Source: an optimization exercise on an open RTL-to-GDS flow (aim: small area, a short achievable clock period and few clock cycles). Production flows keep margins and buffers that such runs may drop.
Where RTL was checked, it was by simulation tests only, not by an equivalence proof against the original.
Only the layout flow was run in runs 1, 2 and 5; the RTL was not checked for function there.

## flow/design.v (module list and top-level ports; edited modules follow where they fit)
// module FA: 10 lines
// module INV: 3 lines
// module NAND2: 3 lines
// module NOR2: 3 lines
// module XOR2: 3 lines
// module XNOR2: 3 lines
// module A21OI: 3 lines
// module O21AI: 3 lines
// module OR2: 3 lines
// module HISEL: 10 lines
// module Bitblade: 1799 lines
// module Cfu: 58 lines
module Cfu (
  input               cmd_valid,
  output              cmd_ready,
  input      [9:0]    cmd_payload_function_id,
  input      [31:0]   cmd_payload_inputs_0,
  input      [31:0]   cmd_payload_inputs_1,
  output              rsp_valid,
  input               rsp_ready,
  output     [31:0]   rsp_payload_outputs_0,
  input               reset,
  input               clk
);
  // ...
==> flow/flow/run.sh <==
#!/bin/bash
# Standard layout, with the port buffers made from sky130_fd_sc_hd__buf_2 cells instead of
# the delay cells the flow picks by default.  make's output goes to
# standard.log; each tool's own log is under orfs/logs/.
set -euo pipefail
export BUFFER_PORTS_ARGS="-buffer_cell sky130_fd_sc_hd__buf_2"
bash standard.sh > standard.log 2>&1
==> flow/standard.sh <==
#!/bin/bash
# synth_recipe.tcl (not shown) runs the flow's synth.tcl, then flattens the netlist and writes it again
# the make line also repeats each setting of config.mk as NAME=value (left out here)
make -C /OpenROAD-flow-scripts/flow DESIGN_CONFIG=/design/flow/config.mk WORK_HOME=/design/flow/orfs CLKGATE_MAP_FILE= SYNTH_SCRIPT=/design/flow/synth_recipe.tcl "${@:-finish}"
==> flow/config.mk <==
export PLATFORM = sky130hd
export DESIGN_NAME = Cfu
export DESIGN_NICKNAME = Cfu
export VERILOG_FILES = /design/flow/design.v
export SDC_FILE = /design/flow/constraint.sdc
export NUM_CORES = 4
export LEC_CHECK = 0
export CAP_MARGIN = 20
export CORE_MARGIN = 2
export CORE_UTILIZATION = 40
export SETUP_SLACK_MARGIN = 1.5
export SLEW_MARGIN = 20
export SYNTH_HIERARCHICAL = 1
export SYNTH_MINIMUM_KEEP_SIZE = 0
==> flow/constraint.sdc <==
create_clock -name core_clock -period 13.5 [get_ports {clk}]
set_input_delay 2.7000 -clock core_clock [delete_from_list [all_inputs] [get_ports {clk}]]
set_output_delay 2.7000 -clock core_clock [all_outputs]
set_load 0.01 [all_outputs]
==> results.txt, run 1 <==
The placed instances occupy a cell area of 10600 um^2. The flow ran to the end and the layout has no timing, DRC or antenna violations. The netlist uses 47 different library cells. The run gives 5 as the number of clock buffers in the layout. The minimum clock period was 11370 ps. Once the clock tree was built, the setup fixing pass inserted 0 buffers. The die area came out at 26500 um^2.

The total met3 wirelength after detailed routing was 2000 um. The worst setup path is launched from a primary input. The clock skew after layout is 3.75 ps, and the length of routed wiring on met1 is 11200 um.

Counting the inverters off the clock network in the layout gives 33. Hold is met by 468 ps. The layout cell share with drive strength beyond 1 was 0.171. The number of vias per cell came out at 5.44.

The final period utilization is 0.842. The tools report the number of gates given a new drive strength after cts as 0. The synthesized netlist occupies a cell area of 10100 um^2. The highest-utilization routing layer at the global route stage was met2. The worst setup path is captured at a primary output. Number of setup violations in the final report: 0. The sequential fraction of the synthesis area is 0.0913. The number of port buffers is 105, and the met1 capacity usage during global routing is 0.301. Counting tap cells, the placed design contains a total of 1356 instances. For the number of multi-input combinational cells in the layout, the log shows 837.
==> inputs of run 2 (changes only) <==
--- a/flow/design.v
+++ b/flow/design.v
@@ -1830,19 +1830,17 @@
 XNOR2 u1015 (.a(k928), .b(k995), .y(k1015));
 wire k1016;
 XNOR2 u1016 (.a(k931), .b(k996), .y(k1016));
 wire ck1017;
 assign ck1017 = k997;
 wire [18:0] lo = {k1016, k1015, k1014, k1013, k1012, k1011, k1010, k1009, k1008, k1007, k1006, k1005, k1004, k1003, k1002, k1001, k1000, k999, S998};
 wire [12:0] inc = acc[31:19] + 1'b1;
 wire [31:0] sum = {ck1017 ? inc : acc[31:19], lo};
-wire [12:0] hi1, hi0;
-HISEL #(.W(13)) uhi (.a(acc[31:19]), .op3(op3), .keep(keep), .h1(hi1), .h0(hi0));
-wire [31:0] rspv = {ck1017 ? hi1 : hi0, lo & {19{op3}} | acc[18:0] & {19{keep}}};
+wire [31:0] rspv = {(op3 & ck1017) ? inc : acc[31:19] & {13{keep | op3}}, lo & {19{op3}} | acc[18:0] & {19{keep}}};
 assign psum = sum[10:0];
 assign rsp = rspv;
 endmodule
 module Cfu (
   input               cmd_valid,
   output              cmd_ready,
   input      [9:0]    cmd_payload_function_id,
   input      [31:0]   cmd_payload_inputs_0,
==> flow/config.mk (replaced) <==
export PLATFORM = sky130hd
export DESIGN_NAME = Cfu
export DESIGN_NICKNAME = Cfu
export VERILOG_FILES = /design/flow/design.v
export SDC_FILE = /design/flow/constraint.sdc
export NUM_CORES = 4
export LEC_CHECK = 0
export CAP_MARGIN = 20
export CORE_MARGIN = 2
export CORE_UTILIZATION = 40
export CTS_BUF_LIST = sky130_fd_sc_hd__clkbuf_2 sky130_fd_sc_hd__clkbuf_4 sky130_fd_sc_hd__clkbuf_8
export CTS_CLUSTER_SIZE = 30
export SETUP_SLACK_MARGIN = 1.5
export SLEW_MARGIN = 20
export SYNTH_HIERARCHICAL = 1
export SYNTH_MINIMUM_KEEP_SIZE = 0
==> run 2 against run 1 <==
  * Critical path depth is 1 higher
  * Fmax is 2.3% lower
  * Synthesized area is 3.0% lower
  * Critical path type unchanged
  * Clock skew is 6.5 ps higher
  * Hold slack worse by 12 ps
  * Die area is 2.9% lower
  * Critical endpoint is now rsp_payload_outputs_0[26]
==> results.txt, run 2 <==
The logs give 26300 um (was 26500 um) for the final wirelength and 8350 um^2 (was 8570 um^2) for the multi-input gate area in the final layout. Ordered list of cells on the worst path: buf_2, nand3_1, fa_1, fa_1, fa_1, fa_1, fa_1, fa_1, fa_1, fa_1, nand2_1, nand2_1, nor2_1, nand2_1, o21ai_2, nand2_2, nor3_4, and3_1, mux2i_1, buf_2 (was buf_2, nand3_1, fa_1, fa_1, fa_1, fa_1, fa_1, fa_1, fa_1, fa_1, fa_1, nor2_1, a21oi_2, o21ai_1, a21oi_2, o21ai_1, buf_4, mux2_2, buf_2). The placer's final routability congestion estimate was 0.888 (was 0.926); the clock tree buffer depth was 2 (unchanged). The cell seen most often among critical-path stages was sky130_fd_sc_hd__fa_1 (unchanged). The run gives 22600 um (was 22700 um) as the HPWL reported at the end of detailed placement. The clock-pin transition on the worst setup and hold timing paths is 80 ps (was 70 ps), and the die area is 25700 um^2 (was 26500 um^2). The depth of the CTS H-tree was 2 (unchanged).

The tools report the hold violation total from the final report as 0 (unchanged). Number of setup violations in the final report: 0 (unchanged). The run gives 0 (unchanged) as the final antenna-violating net count.

The most common cell in the netlist is sky130_fd_sc_hd__fa_1 (unchanged). The top-area cell type share of the netlist area came out at 0.528 (was 0.512). The run gives 123 (was 107) as the largest net degree at the start of global routing. The cell at the slowest stage of the critical path was sky130_fd_sc_hd__fa_1 (unchanged). The core outline area is 24200 um^2 (was 25000 um^2). The endpoint arrival time on the critical path was 8930 ps (was 8670 ps); the number of flip-flops and latches in the synthesized netlist was 46 (unchanged). The logs give 112 (unchanged) for the number of top-level design ports and 7139 (was 7425) for the vias after detailed routing. The post-synthesis average cell area is 9.87 um^2 (about the same), and the minimum clock period is 11630 ps (was 11370 ps).

The accumulated negative setup slack is 0 ps (unchanged), and the number of max-cap violations is 0 (unchanged). Largest register by flop count: acc (unchanged). Commonest cells in the netlist: 258 x sky130_fd_sc_hd__fa_1, 172 x sky130_fd_sc_hd__nand2_1, 130 x sky130_fd_sc_hd__nand3_1, 74 x sky130_fd_sc_hd__clkbuf_1, 47 x sky130_fd_sc_hd__nand2b_1 (was 258 x sky130_fd_sc_hd__fa_1, 165 x sky130_fd_sc_hd__nand2_1, 126 x sky130_fd_sc_hd__nand3_1, 64 x sky130_fd_sc_hd__clkbuf_1, 47 x sky130_fd_sc_hd__nand2b_1). The overall overflow remaining after global route was 0 (unchanged). The actual slew at the worst max-slew pin was 1090 ps (was 1010 ps). The number of port buffers is 105 (unchanged), and the final period utilization is 0.862 (was 0.842). The number of buffers and inverters on the critical path is 2 (was 3). TritonCTS built the clock tree.

For the number of design rule violations left after detail routing, the log shows 0 (unchanged). The final antenna diode count is 0 (unchanged), and the number of standard-cell rows in the floorplan is 57 (was 58). Clock latency of the later-clocked register in the worst-skew pair: 310 ps (was 290 ps). The starting density of the core is 0.405 (was 0.404), and the number of vias per cell is 5.37 (was 5.44). The maximum frequency from static timing analysis is 86.0 MHz (was 88.0 MHz). The die span in y is 160 um (was 163 um), and the number of warnings printed during yosys synthesis is 7 (unchanged). The number of pins with negative max-slew slack in the final report was 0 (unchanged); the number of CTS-inserted buffers was 5 (unchanged).

The final cell area excluding filler cells was 10400 um^2 (was 10800 um^2); the sequential fraction of the synthesis area was 0.0941 (was 0.0913). The die outline width works out to 160 um (was 163 um). The layout cell share with drive strength beyond 1 was 0.160 (was 0.171); the synthesized instance count was 992 (was 1022). The tools report the clock tree root buffer cell as sky130_fd_sc_hd__clkbuf_8 (was sky130_fd_sc_hd__clkbuf_16).

The net count of the finished layout came out at 1341 (was 1370). The cell type with the highest aggregate area in the netlist is sky130_fd_sc_hd__fa_1 (unchanged). Leading cell types in the layout, fill and taps excluded: 258 x sky130_fd_sc_hd__fa_1, 172 x sky130_fd_sc_hd__nand2_1, 130 x sky130_fd_sc_hd__nand3_1 (was 258 x sky130_fd_sc_hd__fa_1, 165 x sky130_fd_sc_hd__nand2_1, 126 x sky130_fd_sc_hd__nand3_1). The most common library cell in the layout ignoring fill and taps is sky130_fd_sc_hd__fa_1 (unchanged). The largest fanout of any net on the critical path came out at 8 (was 13).

Biggest regs: acc: 32 flops, ups: 11 flops (unchanged). Startpoint type of the worst setup path: a primary input (unchanged). For the number of fill cells in the layout, the log shows 2399 (was 2449).

For the clock net sink count, the log shows 46 (unchanged). The wire length of the first global-routing pass is 43500 um (was 43700 um). The start-to-end type of the worst setup path is in -> out (unchanged). Setup repair after global routing left no endpoint under its margin. The number of antenna violations at the first check in global routing was 0 (unchanged).

Cell types occupying the most area after synthesis: sky130_fd_sc_hd__fa_1 53%, sky130_fd_sc_hd__dfxtp_1 9.4%, sky130_fd_sc_hd__nand3_1 6.6% (was sky130_fd_sc_hd__fa_1 51%, sky130_fd_sc_hd__dfxtp_1 9.1%, sky130_fd_sc_hd__nand3_1 6.2%). For the clock skew after layout, the log shows 10.3 ps (was 3.75 ps). The total iterations of the first detailed-routing run is 6 (was 5), and the number of nets produced by synthesis is 1329 (was 1359). The tools report the post-cts hold buffer count as 0 (unchanged). The cell class contributing the biggest share of worst-path delay was adder cells (unchanged). The async set-or-reset flop fraction in the synthesized netlist is 0 (unchanged).

The kind of end point of the critical path was a primary output (unchanged). The number of distinct library cells after synthesis came out at 42 (was 47). The number of flops mapped to enable cells by yosys is 0 (unchanged). The wire length per cell was 19.8 um (was 19.4 um).

The combined global-route utilization of all metal layers was 0.219 (was 0.216). The cell area after synthesis is 9790 um^2 (was 10100 um^2). Most used flip-flop cell after synthesis: sky130_fd_sc_hd__dfxtp_1 (unchanged). The via count of the first global-routing pass is 7831 (was 7989), and the worst stage delay on the critical path is 570 ps (was 500 ps). Sequential standard cell area: 921 um^2 (unchanged). The synthesis-to-layout area growth is 6.49% (was 6.60%).

The tools report the first-iteration detailed-routing DRC count as 522 (was 478). The run finished with no timing, DRC or antenna violations. The run gives 10300 um^2 (was 10600 um^2) as the placed instance area. The number of flip-flops under the largest register name is 32 (unchanged).

The type of the tightest min-delay check is reg -> reg (unchanged). The endpoint required time on the critical path is 10800 ps (about the same). The run gives 0.273 (was 0.327) as the tightest slew margin relative to the limit.
==> run 2: cell count changes after synthesis, sizes merged, moves of 5 or more <==
cell	change
buf	-13
inv	-5
and2	-9
clkbuf	+10
mux2	-16
nand2	+8
mux2i	+5
==> run 2: path summary, 6_finish.rpt <==
path / slack [ps] / from / depth (start not counted) / end
setup reg to reg: 6180 / mode / 21 / acc[26]
setup / recovery: 1870 / cmd_payload_inputs_1[29] / 20 / rsp_payload_outputs_0[26]
hold reg to reg: 460 / acc[31] / 1 / acc[31]
hold / removal: 460 / acc[31] / 1 / acc[31]
==> run 2: cell families (layout without fill, tap and decap cells) <==
group / after synthesis / in the layout / synth area share
AND/OR/NAND/NOR: 425 / 425 / 0.209
buffers and inverters: 131 / 144 / 0.0570
multiplexers: 20 / 20 / 0.0205
XOR/XNOR: 43 / 43 / 0.0385
adder cells (fa/ha/maj): 259 / 259 / 0.529
AO/OA/AOI/OAI: 68 / 68 / 0.0520
flip-flops: 46 / 46 / 0.0941
==> run 2: metal layers <==
metal | GRT usage | share of wire
met5 | 0 | 0
met4 | 0.0479 | 0.025
met3 | 0.0498 | 0.085
met2 | 0.360 | 0.47
met1 | 0.299 | 0.42
==> run 2: modules after synthesis (local to each module, per instance) <==
module | copies in the design | area [um^2]
Bitblade | 1 | 2310
NOR2 | 22 | 3.75
XNOR2 | 18 | 8.76
O21AI | 13 | 5.00
NAND2 | 31 | 3.75
Cfu | 1 | 1390
A21OI | 20 | 8.76
XOR2 | 25 | 8.76
INV | 15 | 3.75
OR2 | 8 | 6.26
FA | 258 | 20.0
==> run 2: worst register-to-register path: cells and delay by family (launching register included) <==
family                   cells  cell delay, ps
buffers and inverters        2             690
flip-flops                   1             470
adder cells (fa/ha/maj)      9            4010
AO/OA/AOI/OAI                1             240
multiplexers                 1             240
AND/OR/NAND/NOR              8            1580
==> run 2: timing repair <==
item	in CTS	in global routing
buffers inserted	0	1
gates resized for setup	0	5
setup endpoints to repair	0	8
==> run 2: per-stage QoR <==
stage,setup slack (ps),instances,hold slack [ps],utilization
after floorplan,2280,992,444,-
after global placement,1640,1320,442,0.426
after detailed placement,1560,1320,447,0.426
after CTS,1540,1328,461,0.430
after global routing,1520,1329,501,0.431
final,1870,1329,457,0.431
==> run 2: area by class of cell <==
| class | count | area share |
|---|---|---|
| clock buffer | 6 | 0.00792 |
| clock inverter | 2 | 0.00120 |
| inverter | 28 | 0.0101 |
| multi-input combinational | 815 | 0.801 |
| sequential | 46 | 0.0883 |
| tap | 324 | 0.0389 |
| timing repair buffer | 108 | 0.0529 |
==> inputs of run 3 (changes only) <==
--- a/flow/design.v
+++ b/flow/design.v
@@ -34,12 +34,2 @@
 endmodule
-module HISEL #(parameter W = 13) (
-  input  [W-1:0] a,
-  input          op3,
-  input          keep,
-  output [W-1:0] h1,
-  output [W-1:0] h0
-);
-assign h1 = op3 ? a + 1'b1 : a & {W{keep}};
-assign h0 = a & {W{keep | op3}};
-endmodule
 module Bitblade (
--- a/flow/config.mk
+++ b/flow/config.mk
@@ -10,4 +10,2 @@
 export CORE_UTILIZATION = 40
-export CTS_BUF_LIST = sky130_fd_sc_hd__clkbuf_2 sky130_fd_sc_hd__clkbuf_4 sky130_fd_sc_hd__clkbuf_8
-export CTS_CLUSTER_SIZE = 30
 export SETUP_SLACK_MARGIN = 1.5
==> run 3 against run 2 <==
  * Sequential share of layout area fell by 0.072 points
  * Clock skew is 1.6 ps lower
  * Synthesized cell count is 0.10% higher
  * Final cell count increased by 0.15%
  * Wire length grew 0.19%
  * Fmax rose by 0.24%
  * Register-to-register slack got worse by 430 ps
  * Sequential cell count did not move
  * Count of clock-buffer cells in the layout stayed put
  * Via count up 0.34%
==> results.txt, run 3 <==
The start-to-end type of the worst setup path is in -> out (unchanged). Endpoint arrival time on the critical path: 8900 ps (was 8930 ps). Placed instance area: 10300 um^2 (about the same). The minimum clock period works out to 11600 ps (was 11630 ps).

The largest register by flop count was acc (unchanged). Startpoint type of the worst setup path: a primary input (unchanged). For the starting density of the core, the log shows 0.405 (about the same).

The number of max-cap violations was 0 (unchanged); the number of flip-flops and latches in the synthesized netlist was 46 (unchanged). Cell type with the highest aggregate area in the netlist: sky130_fd_sc_hd__fa_1 (unchanged). The tools report the clock tree root buffer cell as sky130_fd_sc_hd__clkbuf_16 (was sky130_fd_sc_hd__clkbuf_8).

The largest net degree at the start of global routing is 103 (was 123), and the tightest hold margin is 451 ps (was 457 ps). The die span in y was 161 um (was 160 um); the number of fill cells in the layout was 2411 (was 2399). The tools report the net count of the finished layout as 1344 (was 1341). The number of nets produced by synthesis is 1330 (was 1329), and the clock-pin transition on the worst setup and hold timing paths is 60 ps (was 80 ps). The async set-or-reset flop fraction in the synthesized netlist works out to 0 (unchanged). Kind of end point of the critical path: a primary output (unchanged). TritonCTS built the clock tree. Cell types occupying the most area after synthesis: sky130_fd_sc_hd__fa_1 53%, sky130_fd_sc_hd__dfxtp_1 9.4%, sky130_fd_sc_hd__nand2_1 6.6% (was sky130_fd_sc_hd__fa_1 53%, sky130_fd_sc_hd__dfxtp_1 9.4%, sky130_fd_sc_hd__nand3_1 6.6%). The logs give 0 (unchanged) for the final antenna-violating net count and 7163 (was 7139) for the vias after detailed routing. The clock tree buffer depth is 2 (unchanged). The die outline width was 161 um (was 160 um); the post-cts hold buffer count was 0 (unchanged). The tools report the clock skew after layout as 8.66 ps (was 10.3 ps). The most used flip-flop cell after synthesis was sky130_fd_sc_hd__dfxtp_1 (unchanged). The cell class contributing the biggest share of worst-path delay was adder cells (unchanged).

The number of distinct library cells after synthesis is 44 (was 42), and the setup slack after placement is 1690 ps (was 1560 ps). The number of standard-cell rows in the floorplan is 57 (unchanged). Number of flops mapped to enable cells by yosys: 0 (unchanged). Commonest cells in the netlist: 258 x sky130_fd_sc_hd__fa_1, 172 x sky130_fd_sc_hd__nand2_1, 127 x sky130_fd_sc_hd__nand3_1, 71 x sky130_fd_sc_hd__clkbuf_1, 47 x sky130_fd_sc_hd__nand2b_1 (was 258 x sky130_fd_sc_hd__fa_1, 172 x sky130_fd_sc_hd__nand2_1, 130 x sky130_fd_sc_hd__nand3_1, 74 x sky130_fd_sc_hd__clkbuf_1, 47 x sky130_fd_sc_hd__nand2b_1). The tools report the endpoint required time on the critical path as 10800 ps (about the same). The final period utilization is 0.860 (was 0.862), and the maximum frequency from static timing analysis is 86.2 MHz (was 86.0 MHz). The post-synthesis average cell area was 9.89 um^2 (was 9.87 um^2); the sequential fraction of the synthesis area was 0.0937 (was 0.0941). The tools report the met3 track utilization from global routing as 0.0457 (was 0.0498). The synthesized instance count was 993 (was 992). Setup repair after global routing left no endpoint under its margin. The layout cell share with drive strength beyond 1 is 0.164 (was 0.160).

The number of CTS-inserted buffers came out at 5 (unchanged). The number of port buffers was 105 (unchanged). The number of design rule violations left after detail routing was 0 (unchanged); the tightest slew margin relative to the limit was 0.322 (was 0.273). The wire length per cell works out to 19.8 um (about the same).

Leading cell types in the layout, fill and taps excluded: 258 x sky130_fd_sc_hd__fa_1, 172 x sky130_fd_sc_hd__nand2_1, 126 x sky130_fd_sc_hd__nand3_1 (was 258 x sky130_fd_sc_hd__fa_1, 172 x sky130_fd_sc_hd__nand2_1, 130 x sky130_fd_sc_hd__nand3_1). The sequential standard cell area came out at 921 um^2 (unchanged). The type of the tightest min-delay check was reg -> reg (unchanged).

Core outline area: 24200 um^2 (about the same). The largest fanout of any net on the critical path came out at 8 (unchanged). Via count of the first global-routing pass: 7773 (was 7831). The final antenna diode count was 0 (unchanged); the final cell area excluding filler cells was 10500 um^2 (was 10400 um^2). The fraction of the core area covered by cells at the end of the flow is 0.433 (was 0.431). The number of buffers and inverters on the critical path was 2 (unchanged).

The least setup slack across all paths after layout came out at 1900 ps (was 1870 ps). Ordered list of cells on the worst path: buf_2, nand2_1, fa_1, fa_1, fa_1, fa_1, fa_1, fa_1, or2_2, fa_1, fa_1, nor2_2, a21oi_2, o21ai_1, a21oi_2, o21ai_2, nand3_2, nor3_4, and4_1, mux2i_1, buf_2 (was buf_2, nand3_1, fa_1, fa_1, fa_1, fa_1, fa_1, fa_1, fa_1, fa_1, nand2_1, nand2_1, nor2_1, nand2_1, o21ai_2, nand2_2, nor3_4, and3_1, mux2i_1, buf_2). The cell area after synthesis is 9830 um^2 (was 9790 um^2), and the combined global-route utilization of all metal layers is 0.216 (was 0.219).

The highest-utilization routing layer at the global route stage is met2 (unchanged). The synthesis-to-layout area growth was 6.95% (was 6.49%); the actual slew at the worst max-slew pin was 1020 ps (was 1090 ps). The clock net sink count was 46 (unchanged); the top-area cell type share of the netlist area was 0.526 (was 0.528). The placer's final routability congestion estimate was 0.935 (was 0.888); the depth of the CTS H-tree was 2 (unchanged). Most common library cell in the layout ignoring fill and taps: sky130_fd_sc_hd__fa_1 (unchanged). The clock latency of the later-clocked register in the worst-skew pair came out at 290 ps (was 310 ps). Hold violation total from the final report: 0 (unchanged). The total iterations of the first detailed-routing run came out at 6 (unchanged). The number of vias per cell works out to 5.38 (was 5.37). Cell at the slowest stage of the critical path: sky130_fd_sc_hd__fa_1 (unchanged). The number of warnings printed during yosys synthesis is 7 (unchanged). Biggest regs: acc: 32 flops, ups: 11 flops (unchanged). The run gives 26300 um (about the same) as the final wirelength.

The first-iteration detailed-routing DRC count was 476 (was 522). The cell seen most often among critical-path stages is sky130_fd_sc_hd__fa_1 (unchanged). The run gives 22400 um (was 22600 um) as the HPWL reported at the end of detailed placement. The accumulated negative setup slack came out at 0 ps (unchanged).

The wire length of the first global-routing pass was 42900 um (was 43500 um); the number of flip-flops under the largest register name was 32 (unchanged). For the multi-input gate area in the final layout, the log shows 8370 um^2 (was 8350 um^2). The met1 capacity usage during global routing is 0.292 (was 0.299).

For the number of pins with negative max-slew slack in the final report, the log shows 0 (unchanged). The most common cell in the netlist was sky130_fd_sc_hd__fa_1 (unchanged). The number of setup violations in the final report is 0 (unchanged), and the worst stage delay on the critical path is 510 ps (was 570 ps). The flow ran to the end and the layout has no timing, DRC or antenna violations. The number of antenna violations at the first check in global routing came out at 2 (was 0). For the die area, the log shows 25800 um^2 (was 25700 um^2). The tools report the number of top-level design ports as 112 (unchanged). The global routing usage on met2 is 0.363 (was 0.360). The run gives 0 (unchanged) as the overall overflow remaining after global route.
-- run 3: changes by cell type after synthesis, moves of 2 or more --
cell / change
sky130_fd_sc_hd__clkbuf_1: -3
sky130_fd_sc_hd__o21ai_1: -2
sky130_fd_sc_hd__inv_1: +2
sky130_fd_sc_hd__nor3_4: +2
sky130_fd_sc_hd__buf_2: +3
sky130_fd_sc_hd__nand3_1: -3
-- run 3: worst paths after layout --
| check | startpoint | to | slack [ps] | depth (start not counted) |
|---|---|---|---|---|
| worst max register to register | mode | acc[27] | 5750 | 21 |
| worst max-delay path | cmd_payload_inputs_0[4] | rsp_payload_outputs_0[27] | 1900 | 21 |
| worst min register to register | acc[31] | acc[31] | 450 | 1 |
| worst min-delay path | acc[31] | acc[31] | 450 | 1 |
-- run 3: modules after synthesis, one instance, submodules excluded --
module    times used  flops+latches  cell area (um^2)  cells
INV               15              0              3.75      1
NOR2              22              0              3.75      1
FA               258              0              20.0      1
OR2                8              0              6.26      1
A21OI             20              0              8.76      1
O21AI             13              0              5.00      1
XOR2              25              0              8.76      1
XNOR2             18              0              8.76      1
NAND2             31              0              3.75      1
Bitblade           1              0              2350    472
Cfu                1             46              1390    111
-- run 3: stage by stage --
stage / instances
6_report: 1331
4_1_cts: 1328
3_5_place_dp: 1321
2_1_floorplan: 993
3_3_place_gp: 1321
5_1_grt: 1331
-- run 3: worst register-to-register path: cells and delay by family (launching register included) --
| kind | cells | cell delay (ps) |
|---|---|---|
| mux | 1 | 210 |
| buf+inv | 1 | 800 |
| fa+ha+maj | 9 | 3960 |
| simple gates | 6 | 1670 |
| compound gates | 4 | 570 |
| flops | 1 | 460 |
-- run 3: final cells by class --
| class | instances | area share |
|---|---|---|
| clock buffers | 6 | 0.0123 |
| clock inverters | 1 | 0.000714 |
| inverters | 30 | 0.0107 |
| multi-input cells | 814 | 0.797 |
| flip-flops and latches | 46 | 0.0876 |
| well taps | 324 | 0.0386 |
| repair buffers | 110 | 0.0536 |
-- run 3: cell families after synthesis --
family | count (synthesis) | synth area share
AO/OA/AOI/OAI | 67 | 0.0513
XOR/XNOR | 43 | 0.0383
adder cells (fa/ha/maj) | 259 | 0.527
buffers and inverters | 133 | 0.0579
flip-flops | 46 | 0.0937
multiplexers | 21 | 0.0214
AND/OR/NAND/NOR | 424 | 0.210
-- run 3: layer usage --
layer	vias to the layer above	part of all wire
met5	-	0.0010
met3	36	0.079
met2	277	0.49
met1	3689	0.41
li1	3157	-
met4	4	0.023
-- run 3: repair_timing --
item,4_1_cts,5_1_grt
setup buffers,0,3
hold endpoints to repair,0,0
endpoints found under the setup margin,0,6
gates resized for setup,0,5
Testbench counts of run 3, summed over its fixed seeds: cycles 2,112.
==> inputs of run 4 (changes only) <==
--- a/flow/config.mk
+++ b/flow/config.mk
@@ -10,2 +10,4 @@
 export CORE_UTILIZATION = 40
+export CTS_BUF_LIST = sky130_fd_sc_hd__clkbuf_2 sky130_fd_sc_hd__clkbuf_4 sky130_fd_sc_hd__clkbuf_8
+export CTS_CLUSTER_SIZE = 30
 export SETUP_SLACK_MARGIN = 1.5
==> run 4 against run 3 <==
  * Hold slack better by 3.8 ps
  * Sequential cell count is the same
  * Critical path depth did not move
  * Global-route usage did not move
  * Synthesized cell count unchanged
  * Highest routed layer unchanged
==> results.txt, run 4 <==
The largest fanout of any net on the critical path works out to 8 (unchanged). The largest net degree at the start of global routing is 103 (unchanged), and the via count of the first global-routing pass is 7771 (was 7773). The number of top-level design ports was 112 (unchanged). Async set-or-reset flop fraction in the synthesized netlist: 0 (unchanged). Biggest regs: acc: 32 flops, ups: 11 flops (unchanged). The number of antenna violations at the first check in global routing came out at 2 (unchanged). The run gives 0.216 (unchanged) as the combined global-route utilization of all metal layers.

The number of flip-flops under the largest register name was 32 (unchanged); the clock net sink count was 46 (unchanged). The minimum clock period was 11600 ps (about the same); the number of warnings printed during yosys synthesis was 7 (unchanged). The number of standard-cell rows in the floorplan came out at 57 (unchanged). For the clock skew after layout, the log shows 12.5 ps (was 8.66 ps). The final antenna diode count was 0 (unchanged).

Largest register by flop count: acc (unchanged). The depth of the CTS H-tree was 2 (unchanged). The kind of end point of the critical path is a primary output (unchanged).

The run gives 455 ps (was 451 ps) as the tightest hold margin. TritonCTS built the clock tree. The number of design rule violations left after detail routing was 0 (unchanged). The tools report the clock tree root buffer cell as sky130_fd_sc_hd__clkbuf_8 (was sky130_fd_sc_hd__clkbuf_16).

The wire length of the first global-routing pass was 42900 um (about the same); the post-synthesis average cell area was 9.89 um^2 (unchanged). Most used flip-flop cell after synthesis: sky130_fd_sc_hd__dfxtp_1 (unchanged). The number of nets produced by synthesis came out at 1330 (unchanged).

For the tightest slew margin relative to the limit, the log shows 0.312 (was 0.322). The most common cell in the netlist is sky130_fd_sc_hd__fa_1 (unchanged). Setup repair after global routing left no endpoint under its margin. The synthesized instance count is 993 (unchanged), and the clock-pin transition on the worst setup and hold timing paths is 80 ps (was 60 ps). Wire length per cell: 19.8 um (about the same). The number of flip-flops and latches in the synthesized netlist is 46 (unchanged). The run gives 22400 um (unchanged) as the HPWL reported at the end of detailed placement. The synthesis-to-layout area growth is 6.42% (was 6.95%). The vias after detailed routing is 7147 (was 7163), and the placed instance area is 10300 um^2 (unchanged). The flow ran to the end and the layout has no timing, DRC or antenna violations. The tools report the overall overflow remaining after global route as 0 (unchanged).

Layout cell share with drive strength beyond 1: 0.165 (was 0.164). The number of CTS-inserted buffers is 5 (unchanged), and the placer's final routability congestion estimate is 0.935 (unchanged). The first-iteration detailed-routing DRC count is 478 (was 476).

The post-cts hold buffer count is 0 (unchanged), and the number of vias per cell is 5.37 (was 5.38). The number of distinct library cells after synthesis is 44 (unchanged). The hold violation total from the final report was 0 (unchanged). The maximum frequency from static timing analysis is 86.2 MHz (about the same), and the top-area cell type share of the netlist area is 0.526 (unchanged). The die outline width was 161 um (unchanged). The die span in y is 161 um (unchanged), and the number of max-cap violations is 0 (unchanged). The starting density of the core was 0.405 (unchanged); the endpoint arrival time on the critical path was 8900 ps (about the same). The final wirelength is 26400 um (was 26300 um), and the number of setup violations in the final report is 0 (unchanged). The run gives 24200 um^2 (unchanged) as the core outline area. The number of flops mapped to enable cells by yosys is 0 (unchanged).

Type of the tightest min-delay check: reg -> reg (unchanged). For the endpoint required time on the critical path, the log shows 10800 ps (about the same). The sequential fraction of the synthesis area was 0.0937 (unchanged); the die area was 25800 um^2 (unchanged).

The number of pins with negative max-slew slack in the final report is 0 (unchanged), and the final period utilization is 0.859 (was 0.860). Commonest cells in the netlist: 258 x sky130_fd_sc_hd__fa_1, 172 x sky130_fd_sc_hd__nand2_1, 127 x sky130_fd_sc_hd__nand3_1, 71 x sky130_fd_sc_hd__clkbuf_1, 47 x sky130_fd_sc_hd__nand2b_1 (unchanged). The net count of the finished layout is 1344 (unchanged), and the cell area after synthesis is 9830 um^2 (unchanged). Total iterations of the first detailed-routing run: 5 (was 6). The most common library cell in the layout ignoring fill and taps is sky130_fd_sc_hd__fa_1 (unchanged). The final cell area excluding filler cells is 10500 um^2 (about the same). The final antenna-violating net count is 0 (unchanged), and the accumulated negative setup slack is 0 ps (unchanged). The tools report the clock latency of the later-clocked register in the worst-skew pair as 300 ps (was 290 ps).

The tools report the startpoint type of the worst setup path as a primary input (unchanged). Cell type with the highest aggregate area in the netlist: sky130_fd_sc_hd__fa_1 (unchanged). Leading cell types in the layout, fill and taps excluded: 258 x sky130_fd_sc_hd__fa_1, 172 x sky130_fd_sc_hd__nand2_1, 126 x sky130_fd_sc_hd__nand3_1 (unchanged). The clock tree buffer depth was 2 (unchanged); the number of port buffers was 105 (unchanged).

The start-to-end type of the worst setup path was in -> out (unchanged). The actual slew at the worst max-slew pin was 1030 ps (was 1020 ps). Cell types occupying the most area after synthesis: sky130_fd_sc_hd__fa_1 53%, sky130_fd_sc_hd__dfxtp_1 9.4%, sky130_fd_sc_hd__nand2_1 6.6% (unchanged).
[run 4: cell counts after synthesis]
No cell type changed its count.
[run 4: metal layers]
layer	up-vias	part of all wire	track usage
li1	3157	-	-
met1	3673	0.40	0.292
met2	279	0.49	0.363
met3	34	0.083	0.0457
met4	4	0.023	0.0434
met5	-	0.0010	0
[run 4: Yosys stat by module, one instance, submodules excluded]
module,cell area (um^2),flip-flops and latches
Bitblade,2350,0
INV,3.75,0
OR2,6.26,0
Cfu,1390,46
NOR2,3.75,0
XOR2,8.76,0
FA,20.0,0
O21AI,5.00,0
A21OI,8.76,0
XNOR2,8.76,0
NAND2,3.75,0
[run 4: area by class of cell]
cell class	count	area (um^2)
Clock buffer	6	76.3
Clock inverter	1	7.51
Fill cell	2411	13800
Inverter	30	113
Multi-Input combinational cell	814	8370
Sequential cell	46	921
Tap cell	324	405
Timing Repair Buffer	110	563
[run 4: worst paths after layout]
kind	from	endpoint	slack [ps]	cells after the start
max reg2reg	mode	acc[27]	5770	21
max	cmd_payload_inputs_0[12]	rsp_payload_outputs_0[27]	1900	21
min	acc[31]	acc[31]	460	1
min reg2reg	acc[31]	acc[31]	460	1
[run 4: cell families (layout without fill, tap and decap cells)]
group / Yosys count / in the layout / share of synthesized area
and+or+nand+nor: 424 / 424 / 0.210
buffers and inverters: 133 / 147 / 0.0579
muxes: 21 / 21 / 0.0214
DFF: 46 / 46 / 0.0937
AOI/OAI and AO/OA: 67 / 67 / 0.0513
adders and majority gates: 259 / 259 / 0.527
xor gates and xnor gates: 43 / 43 / 0.0383
[run 4: per-stage QoR]
| stage | setup slack (ps) | util | cells |
|---|---|---|---|
| finish | 1900 | 0.431 | 1331 |
| global route | 1520 | 0.431 | 1331 |
| CTS | 1690 | 0.429 | 1328 |
| detailed placement | 1690 | 0.426 | 1321 |
| global placement | 1760 | 0.426 | 1321 |
| floorplan | 2330 | - | 993 |
[run 4: worst max-delay path, cell delays in order]
cell	delay, ps
sky130_fd_sc_hd__buf_2	260
sky130_fd_sc_hd__nand3_1	150
sky130_fd_sc_hd__fa_1	480
sky130_fd_sc_hd__fa_1	450
sky130_fd_sc_hd__fa_1	480
sky130_fd_sc_hd__fa_1	440
sky130_fd_sc_hd__fa_1	410
sky130_fd_sc_hd__fa_1	390
sky130_fd_sc_hd__fa_1	460
sky130_fd_sc_hd__fa_1	400
sky130_fd_sc_hd__fa_1	430
sky130_fd_sc_hd__nor2_1	230
sky130_fd_sc_hd__a21oi_2	110
sky130_fd_sc_hd__o21ai_2	270
sky130_fd_sc_hd__a21oi_2	90
sky130_fd_sc_hd__o21ai_2	100
sky130_fd_sc_hd__nand3_2	150
sky130_fd_sc_hd__nor3_4	300
sky130_fd_sc_hd__and4_1	240
sky130_fd_sc_hd__mux2i_1	210
sky130_fd_sc_hd__buf_2	160
[run 4: timing repair]
action | in CTS | in global routing
setup buffers | 0 | 3
gates resized for setup | 0 | 5
endpoints found under the setup margin | 0 | 6
==> module Cfu, before the edit <==
module Cfu (
  input               cmd_valid,
  output              cmd_ready,
  input      [9:0]    cmd_payload_function_id,
  input      [31:0]   cmd_payload_inputs_0,
  input      [31:0]   cmd_payload_inputs_1,
  output              rsp_valid,
  input               rsp_ready,
  output     [31:0]   rsp_payload_outputs_0,
  input               reset,
  input               clk
);
wire [2:0] opcode = cmd_payload_function_id[2:0];
wire ld_upper = opcode[1] & ~opcode[0];
reg         mode;
reg  [31:0] acc;
reg  [10:0] ups;       
reg         pending;   
reg         nib;       
wire hold = cmd_valid && opcode == 3'd2 && !mode && !nib;
wire go   = cmd_valid && !hold;
wire op0  = go && opcode == 3'd0;
wire op1  = go && opcode == 3'd1;
wire op2  = go && opcode == 3'd2;
wire op3  = go && opcode == 3'd3;
wire use_sum = op3 && !reset;
wire clr     = op1 || reset;
wire [10:0] psum;
Bitblade bitblade (
  .sel8(~mode & ~nib),
  .op3(use_sum),
  .in_a(cmd_payload_inputs_0),
  .in_b(cmd_payload_inputs_1),
  .acc(acc),
  .ldu(ld_upper),
  .p_g(ups & {11{mode & ~ld_upper}}),
  .keep(~use_sum & ~clr),
  .psum(psum),
  .rsp(rsp_payload_outputs_0)
);
assign cmd_ready = !hold;
assign rsp_valid = go | pending;
always @(posedge clk)
  acc <= rsp_payload_outputs_0;
always @(posedge clk) begin
  if (reset) begin
    mode    <= 1'b0;
    ups     <= 11'd0;
    pending <= 1'b0;
    nib     <= 1'b0;
  end else begin
    if (op0) mode <= cmd_payload_function_id[3];
    if (op2) ups <= psum;
    pending <= rsp_valid & ~rsp_ready;
    nib <= hold;
  end
end
endmodule
==> inputs of run 5 (changes only) <==
--- a/flow/design.v
+++ b/flow/design.v
@@ -1848,2 +1848,3 @@
 reg  [10:0] ups;       
+reg         ups_set;   
 reg         pending;   
@@ -1866,3 +1867,3 @@
   .ldu(ld_upper),
-  .p_g(ups & {11{mode & ~ld_upper}}),
+  .p_g(ups & {11{mode & ups_set & ~ld_upper}}),
   .keep(~use_sum & ~clr),
@@ -1875,2 +1876,4 @@
   acc <= rsp_payload_outputs_0;
+always @(posedge clk)
+  if (op2) ups <= psum;
 always @(posedge clk) begin
@@ -1878,3 +1881,3 @@
     mode    <= 1'b0;
-    ups     <= 11'd0;
+    ups_set <= 1'b0;
     pending <= 1'b0;
@@ -1883,3 +1886,3 @@
     if (op0) mode <= cmd_payload_function_id[3];
-    if (op2) ups <= psum;
+    if (op2) ups_set <= 1'b1;
     pending <= rsp_valid & ~rsp_ready;
==> run 5 against run 4 <==
  * Still clean on timing, DRC and antenna
  * Core utilization increased by 0.20 points
  * First-iteration DRC count increased by 9.6%
  * Clock skew about the same
  * Highest routed layer is now met4
==> results.txt, run 5 <==
The flow ran to the end and the layout has no timing, DRC or antenna violations. The number of vias per cell was 5.39 (was 5.37). The clock-pin transition on the worst setup and hold timing paths is 80 ps (about the same), and the post-cts hold buffer count is 0 (unchanged). The largest net degree at the start of global routing was 68 (was 103); the number of warnings printed during yosys synthesis was 7 (unchanged). Setup repair after global routing left no endpoint under its margin. The cell type with the highest aggregate area in the netlist is sky130_fd_sc_hd__fa_1 (unchanged). Final period utilization: 0.861 (was 0.859). The accumulated negative setup slack came out at 0 ps (unchanged).

For the via count of the first global-routing pass, the log shows 7705 (was 7771). The number of flip-flops and latches in the synthesized netlist is 47 (was 46). The number of max-cap violations came out at 0 (unchanged).

The tools report the number of setup violations in the final report as 0 (unchanged). The number of flops mapped to enable cells by yosys came out at 11 (was 0). The most common cell in the netlist was sky130_fd_sc_hd__fa_1 (unchanged). The sequential fraction of the synthesis area is 0.107 (was 0.0937), and the hold violation total from the final report is 0 (unchanged). For the tightest slew margin relative to the limit, the log shows 0.365 (was 0.312).

The die outline width is 161 um (about the same). The mux share of post-synthesis cell area works out to 0.0102 (was 0.0214). The tools report the vias after detailed routing as 7047 (was 7147). The dominant combinational cell family by area after synthesis was adder cells (unchanged). The tools report the combined global-route utilization of all metal layers as 0.217 (was 0.216). The type of the tightest min-delay check was reg -> reg (unchanged). The run gives 10800 ps (about the same) as the endpoint required time on the critical path. The logs give 524 (was 478) for the first-iteration detailed-routing DRC count and 47 (was 46) for the clock net sink count.

The tools report the synthesized instance count as 963 (was 993). The net count of the finished layout is 1319 (was 1344), and the number of design rule violations left after detail routing is 0 (unchanged). The minimum clock period works out to 11630 ps (was 11600 ps). The most used flip-flop cell after synthesis is sky130_fd_sc_hd__dfxtp_1 (unchanged).

For the final antenna diode count, the log shows 0 (unchanged). Largest fanout of any net on the critical path: 8 (unchanged). The async set-or-reset flop fraction in the synthesized netlist is 0 (unchanged).

Area share of xor/xnor cells in the synthesized design: 0.0384 (was 0.0383). The number of top-level design ports was 112 (unchanged); the synthesized-area fraction occupied by ao, oa, aoi and oai cells was 0.0521 (was 0.0513). The run gives 46 (was 44) as the number of distinct library cells after synthesis.

TritonCTS built the clock tree. Clock tree root buffer cell: sky130_fd_sc_hd__clkbuf_8 (unchanged). The post-synthesis average cell area was 10.2 um^2 (was 9.89 um^2); the number of port buffers was 105 (unchanged). The synthesized-area fraction occupied by and/or/nand/nor cells is 0.207 (was 0.210), and the wire length per cell is 19.8 um (about the same).

The clock tree buffer depth is 2 (unchanged). Commonest cells in the netlist: 258 x sky130_fd_sc_hd__fa_1, 174 x sky130_fd_sc_hd__nand2_1, 127 x sky130_fd_sc_hd__nand3_1, 67 x sky130_fd_sc_hd__clkbuf_1, 36 x sky130_fd_sc_hd__dfxtp_1 (was 258 x sky130_fd_sc_hd__fa_1, 172 x sky130_fd_sc_hd__nand2_1, 127 x sky130_fd_sc_hd__nand3_1, 71 x sky130_fd_sc_hd__clkbuf_1, 47 x sky130_fd_sc_hd__nand2b_1). The HPWL reported at the end of detailed placement is 22400 um (about the same), and the synthesis-to-layout area growth is 6.92% (was 6.42%).

The tools report the overall overflow remaining after global route as 0 (unchanged). The logs give 0 (was 2) for the number of antenna violations at the first check in global routing and 86.0 MHz (was 86.2 MHz) for the maximum frequency from static timing analysis. The number of pins with negative max-slew slack in the final report came out at 0 (unchanged). The most common library cell in the layout ignoring fill and taps was sky130_fd_sc_hd__fa_1 (unchanged). The run gives 25900 um (was 26400 um) as the final wirelength. For the core outline area, the log shows 24200 um^2 (about the same). The actual slew at the worst max-slew pin is 950 ps (was 1030 ps).

Leading cell types in the layout, fill and taps excluded: 258 x sky130_fd_sc_hd__fa_1, 174 x sky130_fd_sc_hd__nand2_1, 127 x sky130_fd_sc_hd__nand3_1 (was 258 x sky130_fd_sc_hd__fa_1, 172 x sky130_fd_sc_hd__nand2_1, 126 x sky130_fd_sc_hd__nand3_1). The clock latency of the later-clocked register in the worst-skew pair is 310 ps (was 300 ps), and the cell area after synthesis is 9800 um^2 (was 9830 um^2). The tools report the starting density of the core as 0.405 (about the same). The tools report the number of standard-cell rows in the floorplan as 57 (unchanged). Layout cell share with drive strength beyond 1: 0.180 (was 0.165). Cell types occupying the most area after synthesis: sky130_fd_sc_hd__fa_1 53%, sky130_fd_sc_hd__dfxtp_1 7.4%, sky130_fd_sc_hd__nand2_1 6.7% (was sky130_fd_sc_hd__fa_1 53%, sky130_fd_sc_hd__dfxtp_1 9.4%, sky130_fd_sc_hd__nand2_1 6.6%). Number of fill cells in the layout: 2363 (was 2411). Start-to-end type of the worst setup path: in -> out (unchanged). For the number of nets produced by synthesis, the log shows 1300 (was 1330). The top-area cell type share of the netlist area is 0.527 (was 0.526).

The share of synthesized cell area in full adder, half adder and majority cells is 0.528 (was 0.527). The number of CTS-inserted buffers is 5 (unchanged), and the clock skew after layout is 12.4 ps (was 12.5 ps). The tools report the endpoint arrival time on the critical path as 8930 ps (was 8900 ps).

The final antenna-violating net count came out at 0 (unchanged). The tools report the kind of end point of the critical path as a primary output (unchanged). The placer's final routability congestion estimate was 0.907 (was 0.935); the number of flip-flops under the largest register name was 32 (unchanged). Depth of the CTS H-tree: 2 (unchanged).

The tools report the startpoint type of the worst setup path as a primary input (unchanged). The die area came out at 25800 um^2 (about the same). Wire length of the first global-routing pass: 42700 um (was 42900 um).

The largest register by flop count was acc (unchanged). The die span in y works out to 161 um (about the same). Biggest regs: acc: 32 flops, ups: 11 flops (unchanged).

The total iterations of the first detailed-routing run was 5 (unchanged). Minimum setup slack among reg-to-reg paths: 5780 ps (was 5770 ps).
## run 5: cell count changes after synthesis, moves of 2 or more
cell / delta
sky130_fd_sc_hd__dfxtp_1: -10
sky130_fd_sc_hd__clkbuf_1: -4
sky130_fd_sc_hd__and3_1: -11
sky130_fd_sc_hd__edfxtp_1: +11
sky130_fd_sc_hd__mux2i_1: -11
sky130_fd_sc_hd__nand2_1: +2
sky130_fd_sc_hd__nor3b_2: +9
sky130_fd_sc_hd__nand2b_1: -19
sky130_fd_sc_hd__nor3b_1: +3
## run 5: path summary, 6_finish.rpt
check / start / endpoint / cells past startpoint
max: cmd_payload_inputs_0[13] / rsp_payload_outputs_0[27] / 21
max reg2reg: mode / acc[27] / 20
min reg2reg: acc[31] / acc[31] / 1
min: acc[31] / acc[31] / 1
## run 5: area by class of cell
type / instances / area (um^2) / share of cell area
clock buffers: 7 / 83.8 / 0.00800
clock inverters: 1 / 30.0 / 0.00287
multi-input cells: 787 / 8220 / 0.785
inverters: 29 / 109 / 0.0104
well taps: 324 / 405 / 0.0387
flip-flops and latches: 47 / 1050 / 0.100
repair buffers: 112 / 578 / 0.0552
## run 5: cells by family (layout without fill, tap and decap cells)
family,count (synthesis),in the layout
compound gates,67,67
xor+xnor,43,43
fa+ha+maj,259,259
flops,47,47
mux,10,10
simple gates,408,408
buf+inv,129,149
## run 5: Yosys stat by module (local to each module, per instance), excerpt
module | cells | area (um^2) | flip-flops and latches
OR2 | 1 | 6.26 | 0
Bitblade | 472 | 2350 | 0
INV | 1 | 3.75 | 0
Cfu | 81 | 1360 | 47
XOR2 | 1 | 8.76 | 0
XNOR2 | 1 | 8.76 | 0
A21OI | 1 | 8.76 | 0
NOR2 | 1 | 3.75 | 0
O21AI | 1 | 5.00 | 0
NAND2 | 1 | 3.75 | 0
## run 5: critical path: stages
cell                      delay [ps]
sky130_fd_sc_hd__buf_2           240
sky130_fd_sc_hd__nand2_1         120
sky130_fd_sc_hd__fa_1            530
sky130_fd_sc_hd__fa_1            460
sky130_fd_sc_hd__fa_1            380
sky130_fd_sc_hd__fa_1            450
sky130_fd_sc_hd__fa_1            390
sky130_fd_sc_hd__fa_1            460
sky130_fd_sc_hd__or2_2           340
sky130_fd_sc_hd__fa_1            510
sky130_fd_sc_hd__fa_1            470
sky130_fd_sc_hd__nor2_2          200
sky130_fd_sc_hd__a21oi_2          90
sky130_fd_sc_hd__o21ai_1         160
sky130_fd_sc_hd__a21oi_2          90
sky130_fd_sc_hd__o21ai_1         260
sky130_fd_sc_hd__nand3_1         200
sky130_fd_sc_hd__nor3_4          230
sky130_fd_sc_hd__and4_1          250
sky130_fd_sc_hd__mux2i_1         230
sky130_fd_sc_hd__buf_2           160
## run 5: timing repair
item                                    4_1_cts  5_1_grt
endpoints found under the setup margin        0        2
resized for setup                             0        4
setup buffers                                 0        2
## run 5: through the flow
stage / setup slack, ps / instance area, um^2 / hold WS, ps / cells / util
global placement: 1800 / 10300 / 440 / 1296 / 0.427
detailed placement: 1760 / 10300 / 452 / 1296 / 0.427
global route: 1520 / 10500 / 497 / 1307 / 0.433
floorplan: 2310 / 9800 / 421 / 963 / -
CTS: 1750 / 10400 / 464 / 1304 / 0.432
finish: 1870 / 10500 / 459 / 1307 / 0.433
## run 5: routing by layer
layer / wire (um) / GRT usage / share of wire
met3: 2190 / 0.0475 / 0.085
met1: 10400 / 0.289 / 0.40
met4: 558 / 0.0438 / 0.022
met5: 0 / 0 / 0
met2: 12700 / 0.367 / 0.49

## afterwards: timing with drivers on the ports
The flow's constraints put no driver on any port. The routed layouts listed below were extracted and timed again, unchanged, in two steps.
Step 1, drivers: a clkbuf_16 drives clk and a buf_2 each remaining input, both assumed.
Step 2 times the ports against the registers' clock, not the clock port: input delays grow and output delays shrink by t, the midpoint of the rising clock arrivals with the driver on.
Three values: ideal, step 1, step 2; two values: the first two.
run	shift t [ns]	slack for setup (ns)	worst setup path after step 2	cell pins on the clock port's net
run 1	0.326	2.134 / 2.111 / 2.111	input to output	1
run 2	0.331	1.868 / 1.844 / 1.844	input to output	1
run 3	0.317	1.896 / 1.874 / 1.874	input to output	1
run 4	0.325	1.897 / 1.872 / 1.872	input to output	1
run 5	0.335	1.870 / 1.847 / 1.847	input to output	1
After both steps every run listed still meets setup and hold. For run 4, which loses most, drivers alone change the setup slack by -0.025 ns; drivers and shift together by -0.025 ns.
